What follows belongs to an exercise in optimizing a design on an open flow for small area, a short achievable clock period and few clock cycles; a production flow would make more cautious choices. Only simulation tests tie the RTL to the original design; equivalence was not proved. Power figures rest on the tool's default switching activity, not on a simulated workload.

## run a
## riscv_core
module riscv_core (
    input  logic        clk_i,
    input  logic        reset_i,
    output logic [31:0] pc_fi_o,
    input  logic [31:0] instr_fi_i,
    output logic [31:0] alu_result_mem_o,
    output logic [31:0] write_data_mem_o,
    output logic [2:0]  width_src_mem_o,
    output logic        mem_write_mem_o,
    input  logic [31:0] read_data_mem_i
);
Size in the first run: roughly 170 I/O pins.
export LEC_CHECK = 0
export CAP_MARGIN = 20
export CORE_MARGIN = 2
export CORE_UTILIZATION = 55
export CTS_CLUSTER_DIAMETER = 90
export CTS_CLUSTER_SIZE = 22
export SETUP_SLACK_MARGIN = 5
export SLEW_MARGIN = 20
export TNS_END_PERCENT = 0
create_clock -name core_clock -period 10.0 [get_ports {clk_i}]
standard.sh (not shown) runs the stock make flow with config.mk's settings and CLKGATE_MAP_FILE= SYNTH_SCRIPT=/design/flow/synth_recipe.tcl, a recipe that flattens the netlist after the stock synthesis.
==> flow/flow/run.sh <==
#!/bin/bash
# Layout flow: the standard synthesis unchanged, then the standard ORFS
# steps with two differences: the port buffers are buf_4 cells (the default
# choice, clkdlybuf4s50_1, is a slow delay cell), and timing repair aims for
# 6.5 ns of setup slack at the design's 10 ns clock.
set -euo pipefail
bash standard.sh synth > synth.log 2>&1
bash standard.sh SETUP_SLACK_MARGIN=6.5 \
    "BUFFER_PORTS_ARGS=-buffer_cell sky130_fd_sc_hd__buf_4" \
    finish > layout.log 2>&1
Testbench counts of run a, summed over its fixed seeds: cycles 61,149.
Modified inputs, run b compared to run a
==> flow/flow/run.sh <==
#!/bin/bash
# Layout flow: the standard synthesis unchanged, then the standard ORFS
# steps with two differences: the port buffers are buf_4 cells (the default
# choice, clkdlybuf4s50_1, is a slow delay cell), and timing repair aims for
# 7 ns of setup slack at the design's 10 ns clock.
set -euo pipefail
bash standard.sh synth > synth.log 2>&1
bash standard.sh SETUP_SLACK_MARGIN=7 \
    "BUFFER_PORTS_ARGS=-buffer_cell sky130_fd_sc_hd__buf_4" \
    finish > layout.log 2>&1
Findings:
- Any difference in CTS sink count between run a and run b is small enough to ignore.
- Diff run a..run b | total power | unchanged
- Between run a and run b, the count of clock-buffer cells in the layout does not differ in any meaningful way.

========
## v6
riscv_core, a different RTL version from the one above (not shown whole).
Size: roughly 5,500 cells after synthesis, about 1,300 flip-flops, ~65,000 um^2 of cells after synthesis.
// riscv_core
module riscv_core (
    input  logic        clk_i,
    input  logic        reset_i,
    output logic [31:0] pc_fi_o,
    input  logic [31:0] instr_fi_i,
    output logic [31:0] alu_result_mem_o,
    output logic [31:0] write_data_mem_o,
    output logic [2:0]  width_src_mem_o,
    output logic        mem_write_mem_o,
    input  logic [31:0] read_data_mem_i
);
    logic [31:2] pc_q;
    logic        ex_valid_q;
    logic [31:0] ex_a_q;         
    logic [31:0] ex_b_q;         
    logic [31:0] ex_sd_q;        
    logic [31:2] ex_alt_q;       
    logic        ex_adj_p1_q;    
    logic        ex_adj_m1_q;    
    logic        ex_cross_q;     
    logic [4:0]  ex_rd_q;
    logic        ex_we_q;        
    logic        ex_sub_q;
    logic        ex_sra_q;
    logic        ex_shl_q;       
    logic        ex_csr_q;
    logic        ex_csr_300_q;
    logic        ex_csr_7c0_q;
    logic        ex_br_q;
    logic        ex_pred_q;
    logic        ex_jump_q;      
    logic        ex_load_q;
    logic        ex_store_q;
    logic [2:0]  ex_f3_q;
    logic        ex_r_sum_q, ex_r_sh_q, ex_r_slt_q, ex_r_sltu_q;
    logic        ex_r_xor_q, ex_r_or_q, ex_r_and_q, ex_r_alt_q, ex_r_csr_q;
    logic [31:0] mem_res_q;
    logic [31:0] mem_sd_q;
    logic [2:0]  mem_f3_q;
    logic        mem_store_q;
    logic        mem_load_q;
    logic        mem_we_q;
    logic [4:0]  mem_rd_q;
    logic [31:0] csr_300_q;
    logic [31:0] csr_7c0_q;
    logic [31:0] ld_data;
    logic [31:0] wb_data;
    assign alu_result_mem_o = mem_res_q;
    assign write_data_mem_o = mem_sd_q;
    assign width_src_mem_o  = {mem_f3_q[2], mem_f3_q[0], ~mem_f3_q[1] & ~mem_f3_q[0]};
    assign mem_write_mem_o  = mem_store_q;
    logic ld_byte, ld_half, ld_sign;
    assign ld_byte = ~mem_f3_q[1] & ~mem_f3_q[0];
    assign ld_half = ~mem_f3_q[1] &  mem_f3_q[0];
    assign ld_sign = ~mem_f3_q[2] & (mem_f3_q[0] ? read_data_mem_i[15] : read_data_mem_i[7]);
  ...
==> flow/config.mk <==
export PLATFORM = sky130hd
export DESIGN_NAME = riscv_core
export DESIGN_NICKNAME = riscv_core
export VERILOG_FILES = /design/flow/design.v
export SDC_FILE = /design/flow/constraint.sdc
export NUM_CORES = 8
export LEC_CHECK = 0
export CAP_MARGIN = 20
export CORE_MARGIN = 2
export CORE_UTILIZATION = 55
export CTS_CLUSTER_DIAMETER = 90
export CTS_CLUSTER_SIZE = 22
export SETUP_SLACK_MARGIN = 5
export SLEW_MARGIN = 20
export TNS_END_PERCENT = 0
==> flow/constraint.sdc <==
create_clock -name core_clock -period 10.0 [get_ports {clk_i}]
set_input_delay 2.0000 -clock core_clock [delete_from_list [all_inputs] [get_ports {clk_i}]]
set_output_delay 2.0000 -clock core_clock [all_outputs]
set_load 0.01 [all_outputs]
==> flow/flow/run.sh <==
#!/bin/bash
# Layout flow: the standard synthesis unchanged, then the standard ORFS
# steps with two differences: the port buffers are buf_4 cells (the default
# choice, clkdlybuf4s50_1, is a slow delay cell), and timing repair aims for
# 6.25 ns of setup slack at the design's 10 ns clock, estimating wires with
# the layer RC in rc.tcl (the platform's, scaled by 1.4).

set -euo pipefail
bash standard.sh synth > synth.log 2>&1
bash standard.sh SETUP_SLACK_MARGIN=6.25 "LAYER_PARASITICS_FILE=$(pwd)/flow/rc.tcl" \
    "BUFFER_PORTS_ARGS=-buffer_cell sky130_fd_sc_hd__buf_4" \
    finish > layout.log 2>&1
==> flow/flow/rc.tcl <==
# The platform's layer RC (setRC.tcl) with wire capacitance and resistance
# scaled by 1.40, for the estimates that placement and timing repair use.
# correlateRC.py gcd,ibex,aes,jpeg,chameleon,riscv32i,chameleon_hier
# cap units pf/um
set_layer_rc -layer li1 -capacitance 0.00020986 -resistance 0.100464
set_layer_rc -layer met1 -capacitance 0.000241325 -resistance 0.00125006
set_layer_rc -layer met2 -capacitance 0.000190726 -resistance 0.00125006
set_layer_rc -layer met3 -capacitance 0.000300947 -resistance 0.00021938
set_layer_rc -layer met4 -capacitance 0.000207379 -resistance 0.00021938
set_layer_rc -layer met5 -capacitance 0.000215722 -resistance 2.4934e-05
# end correlate

set_layer_rc -via mcon -resistance 9.249146E-3
set_layer_rc -via via -resistance 4.5E-3
set_layer_rc -via via2 -resistance 3.368786E-3
set_layer_rc -via via3 -resistance 0.376635E-3
set_layer_rc -via via4 -resistance 0.00580E-3

set_wire_rc -signal -layer met1
set_wire_rc -clock -layer met3
Testbench counts of v6, summed over its fixed seeds: cycles 64,162.
Inputs modified between v6 and v7:
--- a/flow/flow/run.sh
+++ b/flow/flow/run.sh
@@ -5,3 +5 @@
-# 6.25 ns of setup slack at the design's 10 ns clock, estimating wires with
-# the layer RC in rc.tcl (the platform's, scaled by 1.4).
-
+# 6.25 ns of setup slack at the design's 10 ns clock.
@@ -10 +8 @@
-bash standard.sh SETUP_SLACK_MARGIN=6.25 "LAYER_PARASITICS_FILE=$(pwd)/flow/rc.tcl" \
+bash standard.sh SETUP_SLACK_MARGIN=6.25 \
removed: flow/flow/rc.tcl
Going from v6 to v7, power density of the placed cells has increased; non-clock buffer area fraction after layout has decreased; standby leakage power has decreased; post-detailed-route wirelength per cell has decreased. When v7 is set beside v6, its sum of routed wire length over all layers turns out to be 4.0% smaller. Maximum operating frequency is lower on v7. v7 against v6: total design power went down by about 1.5%, critical path depth went up by 1, final worst setup slack went down by 170 ps.

port drivers added, routing unchanged:
No port has a modelled driver above. Below, the same layouts with a new extraction and two added sets of constraints.
Step 1: set_driving_cell puts a clkbuf_16 on clk_i and a buf_2 on each other input, an assumption about the parent block.
Step 2 adds t to the input delays and takes it off the output delays; t is the mean of the earliest and latest rising clock arrival at the registers after step 1. Input paths then give back, and output paths get back, about the clock's delay inside the block.
Slacks: ideal ports / drivers / drivers and shift; pairs: ideal ports / drivers.
run | shift t [ns] | setup WS [ns] | worst hold slack (ns)
run a | 0.787 | 5.696 / 5.696 / 4.917 | 0.329 / 0.329 / 0.329
run b | 0.787 | 5.696 / 5.696 / 4.917 | 0.329 / 0.329 / 0.329
v6 | 0.793 | 5.978 / 5.878 / 5.085 | 0.318 / 0.318 / 0.318
v7 | 0.764 | 5.811 / 5.684 / 4.920 | 0.333 / 0.333 / 0.333
After both steps setup and hold are still met in every run listed. The setup slack of v6, which loses most, moves by -0.100 ns with the drivers and by -0.893 ns with both steps.
